This is an optimization exercise on Yosys and OpenROAD, whose aim is small area and few clock cycles per item, not a production implementation.
RTL that was checked went through simulation tests only; none was proved equivalent to the original.

==> run A: inputs <==
==> flow/design.v (excerpt) <==
module md5_pipe (
    input          clk,
    input          rst_n,       
    input          in_valid,
    output         in_ready,
    input  [63:0]  msg,         
    output         out_valid,
    output [127:0] hash,        
    output [63:0]  out_msg      
);
assign in_ready = 1'b1;
md5 core (
    .clk      (clk),
    .rst_n    (rst_n),
    .in_valid (in_valid),
    .msg      (msg),
    .out_valid(out_valid),
    .hash     (hash),
    .out_msg  (out_msg)
);
endmodule
==> flow/config.mk <==
export PLATFORM = sky130hd
export DESIGN_NAME = md5_pipe
export DESIGN_NICKNAME = md5_pipe
export VERILOG_FILES = /design/flow/design.v
export SDC_FILE = /design/flow/constraint.sdc
export NUM_CORES = 8
export LEC_CHECK = 0
export CAP_MARGIN = 20
export CORE_MARGIN = 2
export CORE_UTILIZATION = 50
export GPL_TIMING_DRIVEN = 0
export SLEW_MARGIN = 20
==> flow/constraint.sdc <==
create_clock -name core_clock -period 12.5 [get_ports {clk}]
set_input_delay 2.5000 -clock core_clock [delete_from_list [all_inputs] [get_ports {clk}]]
set_output_delay 2.5000 -clock core_clock [all_outputs]
set_load 0.01 [all_outputs]
standard.sh (not shown) runs the stock make flow with config.mk's settings and CLKGATE_MAP_FILE= SYNTH_SCRIPT=/design/flow/synth_recipe.tcl, a recipe that flattens the netlist after the stock synthesis.
==> flow/flow/run.sh <==
#!/bin/bash
set -euo pipefail
W=$PWD
rm -rf "$W/scripts_mod"
cp -r "$FLOW_HOME/scripts" "$W/scripts_mod"
cp "$W/flow/abc.script" "$W/scripts_mod/abc_speed.script"
bash "$W/standard.sh" SCRIPTS_DIR="$W/scripts_mod" SYNTH_ARGS=-noabc ADDER_MAP_FILE= \
  "CTS_ARGS=-sink_clustering_enable -repair_clock_nets -dont_use_dummy_load -buf_list sky130_fd_sc_hd__clkbuf_8 -sink_clustering_size 15 -sink_clustering_max_diameter 70" \
  finish > "$W/orfs_make.log" 2>&1
==> flow/flow/abc.script <==
strash
dch
amap
buffer -c
topo
stime -c
upsize -c
dnsize -c
==> inputs of run K, as changes to run A <==
--- a/flow/design.v
+++ b/flow/design.v
@@ -42,20 +42,20 @@
 reg [31:0] s31_t62, s31_b62, s31_b61, s31_x63, s31_m0, s31_m1;
 reg [31:1] v;
 always @(posedge clk) begin
     v <= {v[30:1], in_valid} & {31{rst_n}};
 end
 wire [31:0] f0 = (32'hefcdab89 & 32'h98badcfe) | (~32'hefcdab89 & 32'h10325476);
 wire [31:0] x0 = m0_in + 32'h3eafc779;
-wire [31:0] t0 = add32_io(x0, f0);
+wire [31:0] t0 = add32(x0, f0);
 wire [31:0] b1 = 32'hefcdab89 + {t0[24:0], t0[31:25]};
 wire [31:0] f1 = (b1 & 32'hefcdab89) | (~b1 & 32'h98badcfe);
 wire [31:0] x1 = m1_in + 32'hf8fa0bcc;
-wire [31:0] t1 = add32_io(x1, f1);
-wire [31:0] b2 = add32_io(b1, {t1[19:0], t1[31:20]});
+wire [31:0] t1 = add32(x1, f1);
+wire [31:0] b2 = add32(b1, {t1[19:0], t1[31:20]});
 always @(posedge clk) begin
     s1_b2 <= b2;
     s1_b1 <= b1;
     s1_m0 <= m0_in;
     s1_m1 <= m1_in;
 end
 wire [31:0] f2 = (s1_b2 & s1_b1) | (~s1_b2 & 32'hefcdab89);
@@ -536,19 +536,18 @@
     s31_t62 <= t62;
     s31_b62 <= b62;
     s31_b61 <= b61;
     s31_x63 <= px63;
     s31_m0 <= s30_m0;
     s31_m1 <= s30_m1;
 end
-wire [31:0] b63 = add32_io(s31_b62, {s31_t62[16:0], s31_t62[31:17]});
+wire [31:0] b63 = add32(s31_b62, {s31_t62[16:0], s31_t62[31:17]});
 wire [31:0] f63 = s31_b62 ^ (b63 | ~s31_b61);
-wire [31:0] t63 = add32_io(s31_x63, f63);
-wire [31:0] bh1 = b63 + 32'hefcdab89;
-wire [31:0] hb = add32_io(bh1, {t63[10:0], t63[31:11]});
+wire [31:0] t63 = add32(s31_x63, f63);
+wire [31:0] hb = b63 + {t63[10:0], t63[31:11]} + 32'hefcdab89;
 wire [31:0] ha = s31_b61 + 32'h67452301;
 wire [31:0] hc = b63 + 32'h98badcfe;
 wire [31:0] hd = s31_b62 + 32'h10325476;
 assign hash = {{ha[7:0], ha[15:8], ha[23:16], ha[31:24]}, {hb[7:0], hb[15:8], hb[23:16], hb[31:24]}, {hc[7:0], hc[15:8], hc[23:16], hc[31:24]}, {hd[7:0], hd[15:8], hd[23:16], hd[31:24]}};
 assign out_msg = {{s31_m0[7:0], s31_m0[15:8], s31_m0[23:16], s31_m0[31:24]}, {s31_m1[7:0], s31_m1[15:8], s31_m1[23:16], s31_m1[31:24]}};
 assign out_valid = v[31];
 function [31:0] add32;    
@@ -585,33 +584,14 @@
         for (i = 0; i < 16; i = i + 1) begin
             c[2*i+1] = g[2*i] | (p[2*i] & c[2*i]);
             c[2*i+2] = G[i];
         end
         add32 = a ^ b ^ c[31:0];
     end
 endfunction
-function [31:0] add32_io;    
-    input [31:0] a, b;
-    reg [31:0] g, p, gn, pn;
-    integer l, i, j;
-    begin
-        g = a & b; p = a ^ b;
-        for (l = 0; l < 5; l = l + 1) begin
-            gn = g; pn = p;
-            for (i = 0; i < 32; i = i + 1)
-                if ((i >> l) & 1) begin
-                    j = ((i >> l) << l) - 1;
-                    gn[i] = g[i] | (p[i] & g[j]);
-                    pn[i] = p[i] & p[j];
-                end
-            g = gn; p = pn;
-        end
-        add32_io = a ^ b ^ {g[30:0], 1'b0};
-    end
-endfunction
 endmodule
 module md5_pipe (
     input          clk,
     input          rst_n,       
     input          in_valid,
     output         in_ready,
     input  [63:0]  msg,         
- GPL_TIMING_DRIVEN: 0 -> 1
==> comparison table <==
metric                                                                           run A            run K
Run status                                                             failed layout checks   finished clean
Violated checks                                                           setup timing                -
Xor and xnor fraction of the mapped netlist area                               0.00461          0.00390
Total number of vias                                                            286000           290000
Wire length after detailed routing                                          1040000 um       1070000 um
Unique cell type count in the Yosys netlist                                         96               90
Post-synthesis average cell area                                             6.78 um^2        6.78 um^2
Final critical-path required period                                           12.69 ns         11.87 ns
NonClk Buf Share                                                                0.0131           0.0268
Layout buffer count excluding clock buffers                                        478             1051
Crit path capture                                                             hash[68]         hash[71]
Number of cells on the worst reg-to-reg path                                        97               56
Reg-to-reg critical path endpoint                                       core.s2_t4[31]  core.s8_t16[30]
Area share of the largest cell type after synthesis                              0.408            0.409
Mean routed wirelength per cell                                                20.1 um          20.5 um
Clock buffer count in the final layout                                             543              538
Largest fanout on the critical path                                                  4                3
Synth Instances                                                                  42800            42800
Complex-gate fraction of the synthesized area                                    0.313            0.314
Worst hold path endpoint                                               core.s28_m1[12]   core.s5_m0[21]
Number of stages on the worst setup path                                            67               63
Count of buffering cells on the critical path with inverters included                7                8
Global Route Usage Sum                                                           0.334            0.347
Maximum number of pins on one net before global-route repair                        17               32
Number of vias per cell                                                           5.54             5.56
No functional check of the RTL was part of any run of this note.

==> run a <==
md5_pipe, a different RTL version from the one above (not shown whole).
export LEC_CHECK = 0
export CAP_MARGIN = 20
export CORE_MARGIN = 2
export CORE_UTILIZATION = 50
export CTS_BUF_LIST = sky130_fd_sc_hd__clkbuf_16
export CTS_CLUSTER_DIAMETER = 100
export CTS_CLUSTER_SIZE = 24
export GPL_TIMING_DRIVEN = 0
export SLEW_MARGIN = 20
create_clock -name core_clock -period 12.5 [get_ports {clk}]
Scripts as last shown in full above: flow/flow/run.sh, flow/flow/abc.script
==> run b (differences from run a) <==
--- a/flow/design.v
+++ b/flow/design.v
@@ -559,44 +559,33 @@
 assign hash = {{s32_ha[7:0], s32_ha[15:8], s32_ha[23:16], s32_ha[31:24]}, {s32_hb[7:0], s32_hb[15:8], s32_hb[23:16], s32_hb[31:24]}, {s32_hc[7:0], s32_hc[15:8], s32_hc[23:16], s32_hc[31:24]}, {s32_hd[7:0], s32_hd[15:8], s32_hd[23:16], s32_hd[31:24]}};
 assign out_msg = {{s32_m0[7:0], s32_m0[15:8], s32_m0[23:16], s32_m0[31:24]}, {s32_m1[7:0], s32_m1[15:8], s32_m1[23:16], s32_m1[31:24]}};
 assign out_valid = v[32];
 function [31:0] add32;    
     input [31:0] a, b;
-    reg [31:0] g, p;
-    reg [15:0] G, P, Gn, Pn;
-    reg [32:0] c;
+    reg [31:0] g, p, gn, pn;
     integer l, i;
     begin
         g = a & b; p = a ^ b;
-        for (i = 0; i < 16; i = i + 1) begin
-            G[i] = g[2*i+1] | (p[2*i+1] & g[2*i]);
-            P[i] = p[2*i+1] & p[2*i];
-        end
-        for (l = 0; l < 4; l = l + 1) begin
-            Gn = G; Pn = P;
-            for (i = 0; i < 16; i = i + 1)
+        for (l = 0; l < 5; l = l + 1) begin
+            gn = g; pn = p;
+            for (i = 0; i < 32; i = i + 1)
                 if (((i + 1) % (2 << l)) == 0) begin
-                    Gn[i] = G[i] | (P[i] & G[i - (1 << l)]);
-                    Pn[i] = P[i] & P[i - (1 << l)];
+                    gn[i] = g[i] | (p[i] & g[i - (1 << l)]);
+                    pn[i] = p[i] & p[i - (1 << l)];
                 end
-            G = Gn; P = Pn;
+            g = gn; p = pn;
         end
-        for (l = 2; l >= 0; l = l - 1) begin
-            Gn = G; Pn = P;
-            for (i = 0; i < 16; i = i + 1)
+        for (l = 3; l >= 0; l = l - 1) begin
+            gn = g; pn = p;
+            for (i = 0; i < 32; i = i + 1)
                 if (((i + 1) % (2 << l)) == (1 << l) && i >= (2 << l)) begin
-                    Gn[i] = G[i] | (P[i] & G[i - (1 << l)]);
-                    Pn[i] = P[i] & P[i - (1 << l)];
+                    gn[i] = g[i] | (p[i] & g[i - (1 << l)]);
+                    pn[i] = p[i] & p[i - (1 << l)];
                 end
-            G = Gn; P = Pn;
-        end
-        c[0] = 1'b0;
-        for (i = 0; i < 16; i = i + 1) begin
-            c[2*i+1] = g[2*i] | (p[2*i] & c[2*i]);
-            c[2*i+2] = G[i];
+            g = gn; p = pn;
         end
-        add32 = a ^ b ^ c[31:0];
+        add32 = a ^ b ^ {g[30:0], 1'b0};
     end
 endfunction
 function [31:0] add32_io;    
     input [31:0] a, b;
     reg [31:0] g, p, gn, pn;
==> flow/flow/run.sh (replaced) <==
#!/bin/bash
# Own layout flow: the standard ORFS flow (standard.sh, all steps from
# synthesis to the final layout), with one change: synthesis maps the logic
# with the ABC script in flow/abc.script instead of ORFS's abc_speed.script.
# Yosys, register mapping, flattening and renaming are the standard flow's own
# (synth_recipe.tcl), so the registers are the standard synthesis's.
set -euo pipefail
W=$PWD
rm -rf "$W/scripts_mod"
cp -r "$FLOW_HOME/scripts" "$W/scripts_mod"
cp "$W/flow/abc.script" "$W/scripts_mod/abc_speed.script"
bash "$W/standard.sh" SCRIPTS_DIR="$W/scripts_mod" SYNTH_ARGS=-noabc ADDER_MAP_FILE= "CTS_ARGS=-sink_clustering_enable -repair_clock_nets -dont_use_dummy_load -buf_list sky130_fd_sc_hd__clkbuf_8 -sink_clustering_size 15 -sink_clustering_max_diameter 70" finish > "$W/orfs_make.log" 2>&1
==> run notes <==
Run status
The run finished with no timing, DRC or antenna violations.

Worst setup path
The worst reg2reg path endpoint is core.s10_b20[31]. In this design, the largest share of critical-path delay is due to simple AND/OR/NAND/NOR gates. The worst register-to-register path has a setup slack of 0.47 ns.

Clocking
Counting the buffers created by CTS gives 544.

Global route
The via count of the first global-routing pass is 250.6k.

Floorplanning
The number of placement rows is 283.
# the run above: run b

==> run notes <==
Run status
The run finished with no timing, DRC or antenna violations.

Worst setup path
Setup slack on the worst reg-to-reg path comes out at about 0.56 ns. The worst reg2reg path endpoint is core.s12_b24[31].

Floorplanning
The number of placement rows is 285. In this run the horizontal extent of the chip is 780.9 um.

Worst hold path
The worst hold path terminates at core.s16_m1[21].

Logic synthesis
The synthesized netlist occupies a cell area of 301,800 um2.

Clocking
Counting the buffers created by CTS gives 547.

Global route
The via count of the first global-routing pass was 251.5k. The first global-routing pass estimated between 1,500,000 and 2,000,000 um of wire.
# the run above: run a

No run of this note included a check of the RTL's function; only the layout flow was run.

==> inputs of job 9922 <==
Another version of the RTL of md5_pipe (not shown whole).
Settings: LEC_CHECK=0, CAP_MARGIN=20, CORE_MARGIN=2, CORE_UTILIZATION=50, CTS_BUF_LIST=sky130_fd_sc_hd__clkbuf_16, CTS_CLUSTER_DIAMETER=100, CTS_CLUSTER_SIZE=24, GPL_TIMING_DRIVEN=0, SLEW_MARGIN=20; clock period 12.5 ns.
==> flow/flow/run.sh <==
#!/bin/bash
# Own layout flow: the standard ORFS flow (standard.sh, all steps from
# synthesis to the final layout), with one change: synthesis maps the logic
# with the ABC script in flow/abc.script instead of ORFS's abc_speed.script.
# Yosys, register mapping, flattening and renaming are the standard flow's own
# (synth_recipe.tcl), so the registers are the standard synthesis's.
set -euo pipefail
W=$PWD
rm -rf "$W/scripts_mod"
cp -r "$FLOW_HOME/scripts" "$W/scripts_mod"
cp "$W/flow/abc.script" "$W/scripts_mod/abc_speed.script"
bash "$W/standard.sh" SCRIPTS_DIR="$W/scripts_mod" SYNTH_ARGS=-noabc ADDER_MAP_FILE= "CTS_ARGS=-sink_clustering_enable -repair_clock_nets -dont_use_dummy_load -buf_list sky130_fd_sc_hd__clkbuf_8 -sink_clustering_size 15 -sink_clustering_max_diameter 70" finish > "$W/orfs_make.log" 2>&1
Scripts as last shown in full above: flow/flow/abc.script
==> job 640: changes against job 9922 <==
==> flow/flow/abc.script (replaced) <==
&get -n
&st
&dch
&nf -R 40
&put
buffer -c
topo
stime -c
upsize -c
dnsize -c
==> job 4347: changes against job 9922 <==
==> flow/flow/abc.script (replaced) <==
strash
dc2
dch
amap
buffer -c
topo
stime -c
upsize -c
dnsize -c
==> summary of the runs <==
Job 9922 finished with setup timing left. Job 4347 finished but failed the layout checks on setup timing. Job 640 finished clean. Of job 9922 and job 640, job 9922 has the higher sequential share of layout area (gap 0.60 points). Non-clock buffer count, highest first: job 4347, job 640, job 9922. Against job 640, the critical path depth of job 9922 is higher by 35. Die area, highest first: job 640, job 9922, job 4347.
==> figures <==
item	job 4347	job 640	job 9922
Non-filler instance count after layout	49,600	46,300	53,400
Post-route setup slack	-5.19 ns	0.441 ns	-0.0339 ns
Multi-input gate count	30,500	29,600	33,600
Outcome	finished with violations	finished clean	finished with violations
Reasons for failing layout checks	setup timing	-	setup timing
Area fraction in and, or, nand and nor cells after synthesis	0.239	0.185	0.234
First-pass GRT wire length	1,420,000 um	1,490,000 um	1,590,000 um
Wire length on met1	424,000 um	466,000 um	477,000 um
Initial detailed-routing violation count	23,400	19,500	29,200
No functional check of the RTL was part of any run of this note.

==> exp/yarrow: inputs <==
Another version of the RTL of md5_pipe (not shown whole).
clock: 12.5 ns
lec_check: 0
cap_margin: 20
core_margin: 2
core_utilization: 54
gpl_timing_driven: 1
place_density: 0.63
slew_margin: 20
==> flow/flow/run.sh <==
#!/bin/bash
set -euo pipefail
W=$PWD
rm -rf "$W/scripts_mod"
cp -r "$FLOW_HOME/scripts" "$W/scripts_mod"
cp "$W/flow/abc.script" "$W/scripts_mod/abc_speed.script"
bash "$W/standard.sh" SCRIPTS_DIR="$W/scripts_mod" SYNTH_ARGS=-noabc ADDER_MAP_FILE= \
  "CTS_ARGS=-sink_clustering_enable -repair_clock_nets -dont_use_dummy_load -buf_list sky130_fd_sc_hd__clkbuf_8 -sink_clustering_size 15 -sink_clustering_max_diameter 70" \
  finish > "$W/orfs_make.log" 2>&1
==> flow/flow/abc.script <==
strash
dch
amap
buffer -c
topo
stime -c
upsize -c
dnsize -c
==> exp/fjord: changes against exp/yarrow <==
--- a/flow/design.v
+++ b/flow/design.v
@@ -42,20 +42,20 @@
 reg [31:0] s31_t62, s31_b62, s31_b61, s31_x63, s31_m0, s31_m1;
 reg [31:1] v;
 always @(posedge clk) begin
     v <= {v[30:1], in_valid} & {31{rst_n}};
 end
 wire [31:0] f0 = (32'hefcdab89 & 32'h98badcfe) | (~32'hefcdab89 & 32'h10325476);
 wire [31:0] x0 = m0_in + 32'h3eafc779;
-wire [31:0] t0 = add32_io(x0, f0);
+wire [31:0] t0 = add32(x0, f0);
 wire [31:0] b1 = 32'hefcdab89 + {t0[24:0], t0[31:25]};
 wire [31:0] f1 = (b1 & 32'hefcdab89) | (~b1 & 32'h98badcfe);
 wire [31:0] x1 = m1_in + 32'hf8fa0bcc;
-wire [31:0] t1 = add32_io(x1, f1);
-wire [31:0] b2 = add32_io(b1, {t1[19:0], t1[31:20]});
+wire [31:0] t1 = add32(x1, f1);
+wire [31:0] b2 = add32(b1, {t1[19:0], t1[31:20]});
 always @(posedge clk) begin
     s1_b2 <= b2;
     s1_b1 <= b1;
     s1_m0 <= m0_in;
     s1_m1 <= m1_in;
 end
 wire [31:0] f2 = (s1_b2 & s1_b1) | (~s1_b2 & 32'hefcdab89);
@@ -536,79 +536,41 @@
     s31_t62 <= t62;
     s31_b62 <= b62;
     s31_b61 <= b61;
     s31_x63 <= px63;
     s31_m0 <= s30_m0;
     s31_m1 <= s30_m1;
 end
-wire [31:0] b63 = add32_io(s31_b62, {s31_t62[16:0], s31_t62[31:17]});
+wire [31:0] b63 = add32(s31_b62, {s31_t62[16:0], s31_t62[31:17]});
 wire [31:0] f63 = s31_b62 ^ (b63 | ~s31_b61);
-wire [31:0] t63 = add32_io(s31_x63, f63);
+wire [31:0] t63 = add32(s31_x63, f63);
 wire [31:0] hb = b63 + {t63[10:0], t63[31:11]} + 32'hefcdab89;
 wire [31:0] ha = s31_b61 + 32'h67452301;
 wire [31:0] hc = b63 + 32'h98badcfe;
 wire [31:0] hd = s31_b62 + 32'h10325476;
 assign hash = {{ha[7:0], ha[15:8], ha[23:16], ha[31:24]}, {hb[7:0], hb[15:8], hb[23:16], hb[31:24]}, {hc[7:0], hc[15:8], hc[23:16], hc[31:24]}, {hd[7:0], hd[15:8], hd[23:16], hd[31:24]}};
 assign out_msg = {{s31_m0[7:0], s31_m0[15:8], s31_m0[23:16], s31_m0[31:24]}, {s31_m1[7:0], s31_m1[15:8], s31_m1[23:16], s31_m1[31:24]}};
 assign out_valid = v[31];
 function [31:0] add32;    
     input [31:0] a, b;
-    reg [31:0] g, p;
-    reg [15:0] G, P, Gn, Pn;
-    reg [32:0] c;
-    integer l, i;
-    begin
-        g = a & b; p = a ^ b;
-        for (i = 0; i < 16; i = i + 1) begin
-            G[i] = g[2*i+1] | (p[2*i+1] & g[2*i]);
-            P[i] = p[2*i+1] & p[2*i];
-        end
-        for (l = 0; l < 4; l = l + 1) begin
-            Gn = G; Pn = P;
-            for (i = 0; i < 16; i = i + 1)
-                if (((i + 1) % (2 << l)) == 0) begin
-                    Gn[i] = G[i] | (P[i] & G[i - (1 << l)]);
-                    Pn[i] = P[i] & P[i - (1 << l)];
-                end
-            G = Gn; P = Pn;
-        end
-        for (l = 2; l >= 0; l = l - 1) begin
-            Gn = G; Pn = P;
-            for (i = 0; i < 16; i = i + 1)
-                if (((i + 1) % (2 << l)) == (1 << l) && i >= (2 << l)) begin
-                    Gn[i] = G[i] | (P[i] & G[i - (1 << l)]);
-                    Pn[i] = P[i] & P[i - (1 << l)];
-                end
-            G = Gn; P = Pn;
-        end
-        c[0] = 1'b0;
-        for (i = 0; i < 16; i = i + 1) begin
-            c[2*i+1] = g[2*i] | (p[2*i] & c[2*i]);
-            c[2*i+2] = G[i];
-        end
-        add32 = a ^ b ^ c[31:0];
-    end
-endfunction
-function [31:0] add32_io;    
-    input [31:0] a, b;
     reg [31:0] g, p, gn, pn;
     integer l, i, j;
     begin
         g = a & b; p = a ^ b;
         for (l = 0; l < 5; l = l + 1) begin
             gn = g; pn = p;
             for (i = 0; i < 32; i = i + 1)
                 if ((i >> l) & 1) begin
                     j = ((i >> l) << l) - 1;
                     gn[i] = g[i] | (p[i] & g[j]);
                     pn[i] = p[i] & p[j];
                 end
             g = gn; p = pn;
         end
-        add32_io = a ^ b ^ {g[30:0], 1'b0};
+        add32 = a ^ b ^ {g[30:0], 1'b0};
     end
 endfunction
 endmodule
 module md5_pipe (
     input          clk,
     input          rst_n,       
     input          in_valid,
==> flow/flow/run.sh (replaced) <==
#!/bin/bash
# Own layout flow: the standard ORFS flow (standard.sh, all steps from
# synthesis to the final layout), with one change: synthesis maps the logic
# with the ABC script in flow/abc.script instead of ORFS's abc_speed.script.
# Yosys, register mapping, flattening and renaming are the standard flow's own
# (synth_recipe.tcl), so the registers are the standard synthesis's.
set -euo pipefail
W=$PWD
rm -rf "$W/scripts_mod"
cp -r "$FLOW_HOME/scripts" "$W/scripts_mod"
cp "$W/flow/abc.script" "$W/scripts_mod/abc_speed.script"
bash "$W/standard.sh" SCRIPTS_DIR="$W/scripts_mod" finish > "$W/orfs_make.log" 2>&1
==> flow/flow/abc.script (replaced) <==
&get -n
&st
&dch
&nf -R 40
&put
buffer -c
topo
stime -c
upsize -c
dnsize -c
Settings changed: CORE_UTILIZATION 54 to 50, CTS_BUF_LIST set to sky130_fd_sc_hd__clkbuf_16, CTS_CLUSTER_DIAMETER set to 100, CTS_CLUSTER_SIZE set to 24, GPL_TIMING_DRIVEN 1 to 0, PLACE_DENSITY 0.63 to unset.
==> exp/sierra: changes against exp/yarrow <==
--- a/flow/design.v
+++ b/flow/design.v
@@ -548,48 +548,37 @@
 wire [31:0] hc = b63 + 32'h98badcfe;
 wire [31:0] hd = s31_b62 + 32'h10325476;
 assign hash = {{ha[7:0], ha[15:8], ha[23:16], ha[31:24]}, {hb[7:0], hb[15:8], hb[23:16], hb[31:24]}, {hc[7:0], hc[15:8], hc[23:16], hc[31:24]}, {hd[7:0], hd[15:8], hd[23:16], hd[31:24]}};
 assign out_msg = {{s31_m0[7:0], s31_m0[15:8], s31_m0[23:16], s31_m0[31:24]}, {s31_m1[7:0], s31_m1[15:8], s31_m1[23:16], s31_m1[31:24]}};
 assign out_valid = v[31];
 function [31:0] add32;    
     input [31:0] a, b;
-    reg [31:0] g, p;
-    reg [15:0] G, P, Gn, Pn;
-    reg [32:0] c;
+    reg [31:0] g, p, gn, pn;
     integer l, i;
     begin
         g = a & b; p = a ^ b;
-        for (i = 0; i < 16; i = i + 1) begin
-            G[i] = g[2*i+1] | (p[2*i+1] & g[2*i]);
-            P[i] = p[2*i+1] & p[2*i];
-        end
-        for (l = 0; l < 4; l = l + 1) begin
-            Gn = G; Pn = P;
-            for (i = 0; i < 16; i = i + 1)
+        for (l = 0; l < 5; l = l + 1) begin
+            gn = g; pn = p;
+            for (i = 0; i < 32; i = i + 1)
                 if (((i + 1) % (2 << l)) == 0) begin
-                    Gn[i] = G[i] | (P[i] & G[i - (1 << l)]);
-                    Pn[i] = P[i] & P[i - (1 << l)];
+                    gn[i] = g[i] | (p[i] & g[i - (1 << l)]);
+                    pn[i] = p[i] & p[i - (1 << l)];
                 end
-            G = Gn; P = Pn;
+            g = gn; p = pn;
         end
-        for (l = 2; l >= 0; l = l - 1) begin
-            Gn = G; Pn = P;
-            for (i = 0; i < 16; i = i + 1)
+        for (l = 3; l >= 0; l = l - 1) begin
+            gn = g; pn = p;
+            for (i = 0; i < 32; i = i + 1)
                 if (((i + 1) % (2 << l)) == (1 << l) && i >= (2 << l)) begin
-                    Gn[i] = G[i] | (P[i] & G[i - (1 << l)]);
-                    Pn[i] = P[i] & P[i - (1 << l)];
+                    gn[i] = g[i] | (p[i] & g[i - (1 << l)]);
+                    pn[i] = p[i] & p[i - (1 << l)];
                 end
-            G = Gn; P = Pn;
-        end
-        c[0] = 1'b0;
-        for (i = 0; i < 16; i = i + 1) begin
-            c[2*i+1] = g[2*i] | (p[2*i] & c[2*i]);
-            c[2*i+2] = G[i];
+            g = gn; p = pn;
         end
-        add32 = a ^ b ^ c[31:0];
+        add32 = a ^ b ^ {g[30:0], 1'b0};
     end
 endfunction
 function [31:0] add32_io;    
     input [31:0] a, b;
     reg [31:0] g, p, gn, pn;
     integer l, i, j;
     begin
==> flow/flow/run.sh (replaced) <==
#!/bin/bash
# Own layout flow: the standard ORFS flow (standard.sh, all steps from
# synthesis to the final layout), with one change: synthesis maps the logic
# with the ABC script in flow/abc.script instead of ORFS's abc_speed.script.
# Yosys, register mapping, flattening and renaming are the standard flow's own
# (synth_recipe.tcl), so the registers are the standard synthesis's.
set -euo pipefail
W=$PWD
rm -rf "$W/scripts_mod"
cp -r "$FLOW_HOME/scripts" "$W/scripts_mod"
cp "$W/flow/abc.script" "$W/scripts_mod/abc_speed.script"
bash "$W/standard.sh" SCRIPTS_DIR="$W/scripts_mod" SYNTH_ARGS=-noabc ADDER_MAP_FILE= "CTS_ARGS=-sink_clustering_enable -repair_clock_nets -dont_use_dummy_load -buf_list sky130_fd_sc_hd__clkbuf_8 -sink_clustering_size 15 -sink_clustering_max_diameter 70" finish > "$W/orfs_make.log" 2>&1
Settings changed: CORE_UTILIZATION 54 to 50, CTS_BUF_LIST set to sky130_fd_sc_hd__clkbuf_16, CTS_CLUSTER_DIAMETER set to 100, CTS_CLUSTER_SIZE set to 24, GPL_TIMING_DRIVEN 1 to 0, PLACE_DENSITY 0.63 to unset.
==> qor summary <==
metric                                                                        exp/fjord                 exp/sierra                 exp/yarrow
Fraction of layout instances using a drive strength above 1                      4.326%                     4.367%                     4.737%
Multi-input gate area                                                        196400 µm²                 157300 µm²                 156100 µm²
Share of the clock period used by the worst path                                 96.23%                     100.9%                     96.16%
Number of nets in the synthesized netlist                                         37814                      42925                      42907
Avg Cell Area, Syn                                                            9.760 µm²                  6.778 µm²                  6.797 µm²
Clock root buffer                                            sky130_fd_sc_hd__clkbuf_16  sky130_fd_sc_hd__clkbuf_8  sky130_fd_sc_hd__clkbuf_8
Clock Latency Late Sink                                                         1.07 ns                    1.31 ns                    1.32 ns
Number of combinational gates with multiple inputs                                24441                      31889                      32006
Crit path top cell by count                                       sky130_fd_sc_hd__ha_1   sky130_fd_sc_hd__a21oi_2   sky130_fd_sc_hd__a21oi_2
Time the worst path needs with I/O delays and setup                            12.03 ns                   12.61 ns                   12.02 ns
Smallest hold slack                                                           0.2932 ns                  0.2263 ns                  0.2740 ns
Multiplexer share of the synthesized area                                        1.651%                         0%                         0%
Result of the run                                               complete, no violations            failed layout checks    complete, no violations
Layout check failures                                                                 -               setup timing                          -
Gpl congestion                                                                   0.9757                      1.012                      1.034
Destination of the worst register-to-register timing path               core.s7_t14[31]             core.s2_t4[29]           core.s27_t54[31]
Testbench counts of exp/yarrow, summed over its fixed seeds: cycles 6,186, items 6,000.
Testbench counts of exp/fjord, summed over its fixed seeds: cycles 6,186, items 6,000.
The RTL of exp/sierra was laid out without a check of its function.

## afterwards: timing with drivers on the ports
How much do the figures lean on ideal ports? The routed layouts below were timed once more, with nothing changed but the port constraints. Step 1 sets driving cells, clkbuf_16 on the clock port and buf_2 on the other inputs (assumed; they add their load-dependent delay and slew). Step 2 moves the port delays by t, midway between the first and last clock arrival at a register: inputs arrive t later, outputs are due t later. That takes back most of the time a late clock gives input paths. Three values: no drivers, after step 1, after step 2; two values: the first two.
run	t (ns)	slack for setup (ns)	hold slack, ns	worst setup path after step 2	latest minus earliest clock arrival (ns)
run A of note 1	1.424	-0.193 / -0.331 / -0.633	0.266 / 0.266 / 0.266	input to register	0.160 / 0.160
run K of note 1	1.388	0.628 / 0.496 / -0.607	0.261 / 0.261 / 0.261	input to register	0.164 / 0.164
run a of note 2	1.357	0.556 / 0.556 / -0.339	0.226 / 0.226 / 0.226	input to register	0.187 / 0.187
run b of note 2	1.398	0.348 / 0.433 / -0.965	0.273 / 0.273 / 0.273	input to register	0.154 / 0.154
job 9922	1.365	-0.034 / 0.053 / -1.312	0.176 / 0.176 / 0.176	input to register	0.217 / 0.218
job 640	1.381	0.441 / 0.455 / -0.834	0.248 / 0.248 / 0.248	input to register	0.166 / 0.165
job 4347	1.343	-5.186 / -5.186 / -5.186	0.182 / 0.182 / 0.182	register to register	0.230 / 0.229
exp/yarrow	1.375	0.481 / 0.350 / -0.164	0.274 / 0.274 / 0.274	input to register	0.161 / 0.161
exp/fjord	1.175	0.472 / 0.335 / -0.494	0.293 / 0.293 / 0.293	input to register	0.104 / 0.105
exp/sierra	1.370	-0.107 / -0.246 / -0.591	0.226 / 0.226 / 0.226	input to register	0.179 / 0.178
Met with ideal ports but missed after step 2: setup timing in 6 of these runs. For run b of note 2, which loses most, drivers alone change the setup slack by +0.085 ns; drivers and shift together by -1.313 ns.
